Background: an optimization exercise with open tools, aiming at small area, a short achievable clock period and few clock cycles. Do not read the settings as production practice. The RTL was checked by simulation tests, not by an equivalence proof against the original design.

## build 37
## alu
module alu #(
    parameter INST_W = 4,
    parameter INT_W  = 6,
    parameter FRAC_W = 10,
    parameter DATA_W = INT_W + FRAC_W
)(
    input                      i_clk,
    input                      i_rst_n,
    input                      i_in_valid,
    output                     o_busy,
    input         [INST_W-1:0] i_inst,
    input  signed [DATA_W-1:0] i_data_a,
    input  signed [DATA_W-1:0] i_data_b,
    output                     o_out_valid,
    output        [DATA_W-1:0] o_data
);
reg        v0;
reg [3:0]  op0;
reg [15:0] a0, b0;
reg        busy_r;       
reg        busy_i;       
always @(posedge i_clk) begin
    op0 <= i_inst;
    b0  <= i_data_b;
    if (!busy_i) a0 <= i_data_a;
end
reg        s1_res;       
reg        s1_mac;       
reg        s1_sin;       
reg        s1_neg;       
reg  [2:0] row_cnt;      
reg  [3:0] t_cnt;        
reg        out_valid_r;
wire s0_res  = v0 && (op0 != 4'b1001);
wire s0_row  = v0 && (op0 == 4'b1001);
wire s0_last = s0_row && (row_cnt == 3'd7);
wire rows7   = s0_row ? (row_cnt == 3'd6) : (row_cnt == 3'd7);
  ...
export LEC_CHECK = 0
export ABC_AREA = 1
export CAP_MARGIN = 20
export CORE_MARGIN = 2
export CORE_UTILIZATION = 50
export SLEW_MARGIN = 20
create_clock -name core_clock -period 27.0 [get_ports {i_clk}]
standard.sh (not shown) runs the stock make flow with config.mk's settings and CLKGATE_MAP_FILE= SYNTH_SCRIPT=/design/flow/synth_recipe.tcl, a recipe that flattens the netlist after the stock synthesis.
==> flow/flow/run.sh <==
#!/bin/bash
# The standard layout, with faster port buffers, timing repair aimed at
# a shorter period than the design's (the SDC itself is unchanged), and a
# clock tree built without dummy loads.
set -euo pipefail
bash standard.sh \
  BUFFER_PORTS_ARGS="-buffer_cell sky130_fd_sc_hd__buf_4" \
  SETUP_SLACK_MARGIN=20.5 \
  CTS_ARGS="-sink_clustering_enable -repair_clock_nets -dont_use_dummy_load" \
  finish > standard.log 2>&1
Build 37 was carried through to the last stage, and its layout satisfied the timing, DRC and antenna checks.
Testbench counts of build 37, summed over its fixed seeds: cycles 3,420.
The inputs of build 40 differ from those of build 37 as listed below.
--- a/flow/flow/run.sh
+++ b/flow/flow/run.sh
@@ -4 +4 @@
-# clock tree built without dummy loads.
+# clock tree built without dummy loads and with smaller leaf buffers.
@@ -7 +7 @@
-  BUFFER_PORTS_ARGS="-buffer_cell sky130_fd_sc_hd__buf_4" \
+  BUFFER_PORTS_ARGS="-buffer_cell sky130_fd_sc_hd__buf_2" \
@@ -9 +9 @@
-  CTS_ARGS="-sink_clustering_enable -repair_clock_nets -dont_use_dummy_load" \
+  CTS_ARGS="-sink_clustering_enable -repair_clock_nets -dont_use_dummy_load -sink_clustering_buffer sky130_fd_sc_hd__clkbuf_8" \
--- a/flow/config.mk
+++ b/flow/config.mk
@@ -11 +11 @@
-export CORE_UTILIZATION = 50
+export CORE_UTILIZATION = 60
[summary]
- Summed area of non-filler cells in the final layout ends up lower on build 40.
- Clock buffer count ended up 48% higher on build 40 than on build 37.
- Comparing build 37 and build 40, the lower die area was measured on build 40.
- Build 40 -> build 37: largest incremental delay on the critical path flat
- Total number of nets in the final design, build 40 vs build 37: up slightly
> inputs changed (build 40 -> build 78)
--- a/flow/config.mk
+++ b/flow/config.mk
@@ -11 +11 @@
-export CORE_UTILIZATION = 60
+export CORE_UTILIZATION = 50
--- outcome ---
Build 40 → build 78: required time of the worst setup path ~0 delta, worst-case reg-to-reg path depth +2.
Of the two candidates, build 40 has the better wire length and build 78 the worse one.
From build 78 to build 40, total overflow reported by the global router did not move at all.
Compared to build 40, build 78 was floorplanned on a bigger die.
Summary of the comparison: shortest clock period the worst path allows after layout is lower in build 78, relative to build 40.
As far as share of post-route cells with drive strength above 1 is concerned, build 78 and build 40 perform about the same.
Taking build 40 as the reference, in build 78 fmax saw little to no change; minimum setup slack in the final design climbed 4.3 ps; total of cells resized after clock tree synthesis went up by 5.
### build 78 -> build 67
==> flow/flow/run.sh <==
#!/bin/bash
# The standard layout, with faster port buffers, timing repair aimed at
# a shorter period than the design's (the SDC itself is unchanged), and a
# clock tree built without dummy loads.
set -euo pipefail
bash standard.sh \
  BUFFER_PORTS_ARGS="-buffer_cell sky130_fd_sc_hd__buf_4" \
  SETUP_SLACK_MARGIN=20.5 \
  CTS_ARGS="-sink_clustering_enable -repair_clock_nets -dont_use_dummy_load" \
  finish > standard.log 2>&1
--- a/flow/config.mk
+++ b/flow/config.mk
@@ -11 +11 @@
-export CORE_UTILIZATION = 50
+export CORE_UTILIZATION = 40
==> comparison <==
Build 67 finished end to end and its layout was clean on timing, DRC and antenna.
Relative to build 78, number of buffers created by CTS has gone down in build 67.
Sort build 78 and build 67 by non-clock buffer count asc -> top: build 67
Build 78 vs build 67, critical path startpoint: o_data_r[0]$_DFF_P_ vs busy_r$_DFF_PN0_
Compared with build 78, in build 67 number of enable-type register cells in the synthesized netlist closely matched the old numbers, sum of met2 wire segment lengths after detailed routing fell by about 5%, width of the die climbed 28 um.
Worst-path cell with the longest stage delay: sky130_fd_sc_hd__dfxtp_1 -> build 78, sky130_fd_sc_hd__dfrtp_1 -> build 67
Compared build 67 vs build 78, and average routed wire per standard cell is down in build 67.
Sequential share of cell area: lower on build 67

==> re-timing with driven ports <==
How much do the figures lean on ideal ports? The routed layouts below were timed once more, with nothing changed but the port constraints.
Step 1, drivers: a clkbuf_16 drives i_clk and a buf_2 each remaining input, both assumed.
Step 2, shift: input delay + t, output delay - t, t = (earliest + latest rising clock arrival at the registers) / 2. This alone moves slack from input paths to output paths.
Slacks: ideal ports / drivers / drivers and shift; pairs: ideal ports / drivers.
run	shift t [ns]	setup WS [ns]	hold slack, ns	worst setup path at the end	slew at the worst register clock pin (ns)
build 37	0.607	20.489 / 20.431 / 20.288	0.439 / 0.439 / 0.439	input to register	0.06 / 0.06
build 40	0.561	20.531 / 20.479 / 20.356	0.414 / 0.414 / 0.414	input to register	0.06 / 0.06
build 78	0.566	20.535 / 20.478 / 20.375	0.443 / 0.443 / 0.443	input to register	0.06 / 0.06
build 67	0.606	20.495 / 20.433 / 20.158	0.445 / 0.445 / 0.445	input to register	0.06 / 0.06
After both steps setup and hold are still met in every run listed. For build 67, which loses most, drivers alone change the setup slack by -0.062 ns; drivers and shift together by -0.337 ns.
